This design comes from an exercise in tuning for small area on the open sky130 flow, not from production work. At most, simulation tests tie the RTL to the original design; equivalence was not proved.

// pulse_arrays
module pulse_arrays #(
    parameter   WIDTH_left     =   8,
    parameter   WIDTH_up       =   8,
    parameter   WIDTH_out      =   16,
    parameter   Mritx_M   =   4,
    parameter   Mritx_N   =   4,
    parameter   Mritx_L   =   4,
    parameter   Mritx_LOG2_size  =   10
)(
    input   clk,
    input   rst,
    input   wire    valid_left,
    input   wire    valid_up,
    input   wire  [31:0]   left,
    input   wire  [31:0]   up,
    output  reg     ready,
    output  wire  [63:0]   product
);
reg  [4:0] cnt;      
reg        nfirst;   
reg        last;     
always @(posedge clk) begin
    if (!rst) begin
        cnt   <= 5'd0;
        ready <= 1'b0;
        nfirst <= 1'b1;
        last   <= 1'b0;
    end else begin
        nfirst <= (cnt[1:0] != 2'd2);
        last   <= (cnt[1:0] == 2'd1);
        if (cnt == 5'd0) begin
            ready <= 1'b1;
            if (valid_left & valid_up)
                cnt <= 5'd1;
        end else begin
            ready <= (cnt == 5'd24);
            cnt   <= (cnt == 5'd24) ? 5'd0 : cnt + 5'd1;
        end
    end
end
reg  [7:0] b [0:15];
integer n;
always @(posedge clk) begin
    for (n = 1; n < 16; n = n + 1)
        if (n % 4 != 0) b[n] <= b[n-1];
    b[0]  <= valid_up ? up[7:0]   : b[15];
    b[4]  <= valid_up ? up[15:8]  : b[3];
    b[8]  <= valid_up ? up[23:16] : b[7];
    b[12] <= valid_up ? up[31:24] : b[11];
end
reg  [9:1] t;
wire [9:1] t_next;
wire [8:1] tc;
pulse_arrays_ha t1 (.a(b[1][1]), .b(b[1][0]), .s(t_next[1]), .co(tc[1]));
genvar x;
generate
    for (x = 2; x < 8; x = x + 1) begin : t3
        pulse_arrays_fa f (.a(b[1][x]), .b(b[1][x-1]), .c(tc[x-1]), .s(t_next[x]), .co(tc[x]));
    end
endgenerate
pulse_arrays_ha t8 (.a(b[1][7]), .b(tc[7]), .s(t_next[8]), .co(t_next[9]));
always @(posedge clk)
    t <= t_next;
reg  [7:0]  a0 [0:3], a1 [0:3], a2 [0:3], a3 [0:3];
reg  [15:0] acc [0:3];
reg  [15:0] r0 [0:3], r1 [0:3], r2 [0:3];
wire [15:0] sum [0:3];
genvar i;
generate
  ...
export LEC_CHECK = 0
export CAP_MARGIN = 20
export CORE_MARGIN = 2
export CORE_UTILIZATION = 60
export PLACE_DENSITY = 0.75
export SLEW_MARGIN = 20
export SYNTH_HIERARCHICAL = 1
create_clock -name core_clock -period 5.0 [get_ports {clk}]
standard.sh (not shown) runs the stock make flow with config.mk's settings and CLKGATE_MAP_FILE= SYNTH_SCRIPT=/design/flow/synth_recipe.tcl, a recipe that flattens the netlist after the stock synthesis.
==> flow/flow/run.sh <==
#!/bin/bash
# The standard layout flow, with two changes:
# - the buffers that buffer_ports puts on every input and output port are the
#   smallest buffer cell (buf_1) instead of the cell buffer_ports picks;
# - clock tree synthesis inserts no dummy loads (its other arguments are the
#   ones the standard flow derives from config.mk).
set -euo pipefail
export BUFFER_PORTS_ARGS="-buffer_cell sky130_fd_sc_hd__buf_1"
export CTS_ARGS="-sink_clustering_enable -repair_clock_nets -sink_clustering_size 12 -sink_clustering_max_diameter 45 -buf_list sky130_fd_sc_hd__clkbuf_4 -dont_use_dummy_load"
bash standard.sh finish > standard.log 2>&1
==> next run, changes <==
--- a/flow/flow/run.sh
+++ b/flow/flow/run.sh
@@ -8,3 +8,3 @@
 export BUFFER_PORTS_ARGS="-buffer_cell sky130_fd_sc_hd__buf_1"
-export CTS_ARGS="-sink_clustering_enable -repair_clock_nets -sink_clustering_size 12 -sink_clustering_max_diameter 45 -buf_list sky130_fd_sc_hd__clkbuf_4 -dont_use_dummy_load"
+export CTS_ARGS="-sink_clustering_enable -repair_clock_nets -sink_clustering_size 10 -sink_clustering_max_diameter 50 -buf_list sky130_fd_sc_hd__clkbuf_4 -dont_use_dummy_load"
 bash standard.sh finish > standard.log 2>&1
--- a/flow/config.mk
+++ b/flow/config.mk
@@ -9,4 +9,4 @@
 export CORE_MARGIN = 2
-export CORE_UTILIZATION = 60
-export PLACE_DENSITY = 0.75
+export CORE_UTILIZATION = 50
+export PLACE_DENSITY = 0.65
 export SLEW_MARGIN = 20
After rerunning: The changed run finished with timing, DRC and antenna clean. Hold slack gets worse by 0.0036 ns. Cell count came out higher by a few percent. Design area increases slightly. Synthesized cell count stays the same. Global-route usage came out lower by 2.7 points.

========
pulse_arrays, a different RTL version from the one above (not shown whole).
Size in the first run: roughly 520 flip-flops, roughly 0.021 mm^2 of cells after synthesis.
clock: 5.0 ns
lec_check: 0
cap_margin: 20
core_margin: 2
core_utilization: 40
place_density: 0.6
slew_margin: 20
synth_hierarchical: 1
run.sh (not shown) runs the stock make flow with config.mk's settings and CLKGATE_MAP_FILE= SYNTH_SCRIPT=/design/flow/synth_recipe.tcl, a recipe that flattens the netlist after the stock synthesis.
Stock flow here: none of the scripts above is used.
Rerun with:
==> flow/flow/run.sh (new file) <==
#!/bin/bash
# The standard layout flow, with two changes:
# - the buffers that buffer_ports puts on every input and output port are the
#   smallest buffer cell (buf_1) instead of the cell buffer_ports picks;
# - clock tree synthesis inserts no dummy loads (its other arguments are the
#   ones the standard flow derives from config.mk).
set -euo pipefail
export BUFFER_PORTS_ARGS="-buffer_cell sky130_fd_sc_hd__buf_1"
export CTS_ARGS="-sink_clustering_enable -repair_clock_nets -sink_clustering_size 16 -sink_clustering_max_diameter 60 -buf_list sky130_fd_sc_hd__clkbuf_8 -dont_use_dummy_load"
bash standard.sh finish > standard.log 2>&1
==> flow/standard.sh (new file) <==
#!/bin/bash
# synth_recipe.tcl (not shown) runs the flow's synth.tcl, then flattens the netlist and writes it again
# the make line also repeats each setting of config.mk as NAME=value (left out here)
make -C /OpenROAD-flow-scripts/flow DESIGN_CONFIG=/design/flow/config.mk WORK_HOME=/design/flow/orfs CLKGATE_MAP_FILE= SYNTH_SCRIPT=/design/flow/synth_recipe.tcl "${@:-finish}"
- CTS_BUF_LIST: not set -> sky130_fd_sc_hd__clkbuf_8
- CTS_CLUSTER_DIAMETER: not set -> 60
- CTS_CLUSTER_SIZE: not set -> 16
removed: flow/run.sh
Effect:
- non-clock buffer count is lower by 8
- routed wire length came out lower by 1.8%
- setup slack got worse by 0.021 ns
- global-route usage is lower by 0.18 points
- via count drops by about 1.5%
- final area goes down by 8.3%
- count of clock-buffer cells in the layout went down by 29
Rerun with:
==> flow/run.sh (new file) <==
#!/bin/bash
# synth_recipe.tcl (not shown) runs the flow's synth.tcl, then flattens the netlist and writes it again
# the make line also repeats each setting of config.mk as NAME=value (left out here)
make -C /OpenROAD-flow-scripts/flow DESIGN_CONFIG=/design/flow/config.mk WORK_HOME=/design/flow/orfs CLKGATE_MAP_FILE= SYNTH_SCRIPT=/design/flow/synth_recipe.tcl finish
- CTS_BUF_LIST: sky130_fd_sc_hd__clkbuf_8 -> sky130_fd_sc_hd__clkbuf_4
- CTS_CLUSTER_DIAMETER: 60 -> not set
- CTS_CLUSTER_SIZE: 16 -> not set
removed: flow/flow/run.sh
removed: flow/standard.sh
Worst setup slack degrades by 0.016 ns.
Via count came out higher by 6.4%.
Flip-flop and latch count does not change.
First-iteration DRC count fell by 1.9%.

========
pulse_arrays, a different RTL version from the one above (not shown whole).
Size in the first run: ~1300 cells after synthesis, about 130 I/O pins.
Settings: LEC_CHECK=0, CAP_MARGIN=20, CORE_MARGIN=2, CORE_UTILIZATION=60, PLACE_DENSITY=0.75, SLEW_MARGIN=20, SYNTH_HIERARCHICAL=1; clock period 5.0 ns.
standard.sh (not shown) runs the stock make flow with config.mk's settings and CLKGATE_MAP_FILE= SYNTH_SCRIPT=/design/flow/synth_recipe.tcl, a recipe that flattens the netlist after the stock synthesis.
==> flow/flow/run.sh <==
#!/bin/bash
# The standard layout flow, with two changes:
# - the buffers that buffer_ports puts on every input and output port are the
#   smallest buffer cell (buf_1) instead of the cell buffer_ports picks;
# - clock tree synthesis inserts no dummy loads (its other arguments are the
#   ones the standard flow derives from config.mk).
set -euo pipefail
export BUFFER_PORTS_ARGS="-buffer_cell sky130_fd_sc_hd__buf_1"
export CTS_ARGS="-sink_clustering_enable -repair_clock_nets -sink_clustering_size 10 -sink_clustering_max_diameter 50 -buf_list sky130_fd_sc_hd__clkbuf_4 -dont_use_dummy_load"
bash standard.sh finish > standard.log 2>&1
The starting point passed the timing, DRC and antenna checks.
Rerun with:
--- a/flow/config.mk
+++ b/flow/config.mk
@@ -7,3 +7,3 @@
 export LEC_CHECK = 0
-export CAP_MARGIN = 20
+export CAP_MARGIN = 5
 export CORE_MARGIN = 2
@@ -11,3 +11,3 @@
 export PLACE_DENSITY = 0.75
-export SLEW_MARGIN = 20
+export SLEW_MARGIN = 5
 export SYNTH_HIERARCHICAL = 1
What happened:
- The new run completed without violations
- worst setup slack stays the same
- wire length does not change
- via count does not change
Function was not checked in any run of this note: the RTL went through the layout flow alone.

========
== willow ==
Another version of the RTL of pulse_arrays (not shown whole).
For scale: roughly 1,500 cells after synthesis, roughly 520 flip-flops, ~130 I/O pins, about 0.020 sq mm of cells after synthesis.
## pulse_arrays
module pulse_arrays #(
    parameter   WIDTH_left     =   8,
    parameter   WIDTH_up       =   8,
    parameter   WIDTH_out      =   16,
    parameter   Mritx_M   =   4,
    parameter   Mritx_N   =   4,
    parameter   Mritx_L   =   4,
    parameter   Mritx_LOG2_size  =   10
)(
    input   clk,
    input   rst,
    input   wire    valid_left,
    input   wire    valid_up,
    input   wire  [31:0]   left,
    input   wire  [31:0]   up,
    output  reg     ready,
    output  wire  [63:0]   product
);
Settings: LEC_CHECK=0, CAP_MARGIN=20, CORE_MARGIN=2, CORE_UTILIZATION=40, CTS_BUF_LIST=sky130_fd_sc_hd__clkbuf_8, CTS_CLUSTER_DIAMETER=60, CTS_CLUSTER_SIZE=16, PLACE_DENSITY=0.6, SLEW_MARGIN=20, SYNTH_HIERARCHICAL=1; clock period 5.0 ns.
==> flow/flow/run.sh <==
#!/bin/bash
# The standard layout flow, with two changes:
# - the buffers that buffer_ports puts on every input and output port are the
#   smallest buffer cell (buf_1) instead of the cell buffer_ports picks;
# - clock tree synthesis inserts no dummy loads (its other arguments are the
#   ones the standard flow derives from config.mk).
set -euo pipefail
export BUFFER_PORTS_ARGS="-buffer_cell sky130_fd_sc_hd__buf_1"
export CTS_ARGS="-sink_clustering_enable -repair_clock_nets -sink_clustering_size 16 -sink_clustering_max_diameter 60 -buf_list sky130_fd_sc_hd__clkbuf_8 -dont_use_dummy_load"
bash standard.sh finish > standard.log 2>&1
No stage failed in willow, and the final checks on the layout all came back clean.
[inputs] maple vs willow
# willow
export LEC_CHECK = 0
export CAP_MARGIN = 20
export CORE_MARGIN = 2
export CORE_UTILIZATION = 40
export CTS_BUF_LIST = sky130_fd_sc_hd__clkbuf_8
export CTS_CLUSTER_DIAMETER = 60
export CTS_CLUSTER_SIZE = 16
export PLACE_DENSITY = 0.6
export SLEW_MARGIN = 20
export SYNTH_HIERARCHICAL = 1
create_clock -name core_clock -period 5.0 [get_ports {clk}]
# maple
export LEC_CHECK = 0
export CAP_MARGIN = 20
export CORE_MARGIN = 2
export CORE_UTILIZATION = 60
export PLACE_DENSITY = 0.75
export SLEW_MARGIN = 20
export SYNTH_HIERARCHICAL = 1
create_clock -name core_clock -period 5.0 [get_ports {clk}]
-- flow/flow/run.sh --
<<< willow, line 8
export BUFFER_PORTS_ARGS="-buffer_cell sky130_fd_sc_hd__buf_1"
export CTS_ARGS="-sink_clustering_enable -repair_clock_nets -sink_clustering_size 16 -sink_clustering_max_diameter 60 -buf_list sky130_fd_sc_hd__clkbuf_8 -dont_use_dummy_load"
bash standard.sh finish > standard.log 2>&1
>>> maple, line 8
export BUFFER_PORTS_ARGS="-buffer_cell sky130_fd_sc_hd__buf_1"
export CTS_ARGS="-sink_clustering_enable -repair_clock_nets -sink_clustering_size 10 -sink_clustering_max_diameter 50 -buf_list sky130_fd_sc_hd__clkbuf_4 -dont_use_dummy_load"
bash standard.sh finish > standard.log 2>&1
Notes after the runs:
maple went all the way through synthesis, placement and routing and the layout is clean on timing, DRC and antenna.
Total wire length after detailed routing for maple: 6.5% down relative to willow
Register clock-pin slew on the reported worst setup and hold paths across willow and maple: no real change.
Of willow and maple, the lower fraction of area in non-clock buffers belongs to maple.
Die area shrinks by more than a quarter when moving from willow to maple.
maple: minimum clock period 0.0037 ns above willow
The higher mean number of vias per cell came out of maple.
maple against willow; weighted congestion at the end of routability-driven global placement is up slightly.
Between willow and maple, the difference in maximum clock frequency is negligible.
Changes in juniper relative to maple:
# maple
export LEC_CHECK = 0
export CAP_MARGIN = 20
export CORE_MARGIN = 2
export CORE_UTILIZATION = 60
export PLACE_DENSITY = 0.75
export SLEW_MARGIN = 20
export SYNTH_HIERARCHICAL = 1
create_clock -name core_clock -period 5.0 [get_ports {clk}]
# juniper
export LEC_CHECK = 0
export CAP_MARGIN = 20
export CORE_MARGIN = 2
export CORE_UTILIZATION = 40
export CTS_BUF_LIST = sky130_fd_sc_hd__clkbuf_8
export CTS_CLUSTER_DIAMETER = 60
export CTS_CLUSTER_SIZE = 16
export PLACE_DENSITY = 0.6
export SLEW_MARGIN = 20
export SYNTH_HIERARCHICAL = 1
create_clock -name core_clock -period 5.0 [get_ports {clk}]
[summary]
- Lower first-iteration DRC count was reported by maple, not juniper.
- On register-to-register path setup slack, maple and juniper are basically level.
- juniper -> maple: number of global-route vias before repair flat
- juniper vs. maple: worst setup margin picked up an extra 0.0060 ns.
Changes in violet relative to juniper:
==> flow/flow/run.sh <==
#!/bin/bash
# The standard layout flow, with one change: the buffers that
# buffer_ports puts on every input and output port are the smallest buffer
# cell (buf_1) instead of the cell buffer_ports picks by default.
set -euo pipefail
export BUFFER_PORTS_ARGS="-buffer_cell sky130_fd_sc_hd__buf_1"
bash standard.sh finish > standard.log 2>&1
==> run summary <==
Every stage of the flow completed for violet, and the final layout passed the timing, DRC and antenna checks. Comparing first-pass GRT wire length for juniper and violet, the smaller number came from violet. Final standard cell utilization of the core, juniper and violet: lower on juniper.

## port drivers added, routing unchanged
The flow's constraints put no driver on any port. The routed layouts listed below were extracted and timed again, unchanged, in two steps.
Step 1, drivers: a clkbuf_16 drives clk and a buf_2 each remaining input, both assumed.
Step 2 also shifts input and output timing later by t, the mid clock arrival at the registers, as if the neighbouring blocks saw the same clock.
Three values: no drivers, after step 1, after step 2; two values: the first two.
run | shift t [ns] | slack for setup (ns) | worst setup path at the end
the first run of note 1 | 0.746 | 0.220 / 0.220 / 0.220 | register to register
the second run of note 1 | 0.776 | 0.229 / 0.229 / 0.229 | register to register
the first run of note 2 | 0.653 | 0.238 / 0.238 / 0.238 | register to register
the second run of note 2 | 0.641 | 0.218 / 0.218 / 0.218 | register to register
the third run of note 2 | 0.960 | 0.202 / 0.202 / 0.202 | register to register
the first run of note 3 | 0.762 | 0.162 / 0.162 / 0.162 | register to register
the second run of note 3 | 0.762 | 0.162 / 0.162 / 0.162 | register to register
willow | 0.635 | 0.217 / 0.217 / 0.217 | register to register
maple | 0.813 | 0.213 / 0.213 / 0.213 | register to register
juniper | 0.868 | 0.219 / 0.219 / 0.219 | register to register
violet | 0.678 | 0.244 / 0.244 / 0.244 | register to register
After both steps setup and hold are still met in every run listed.
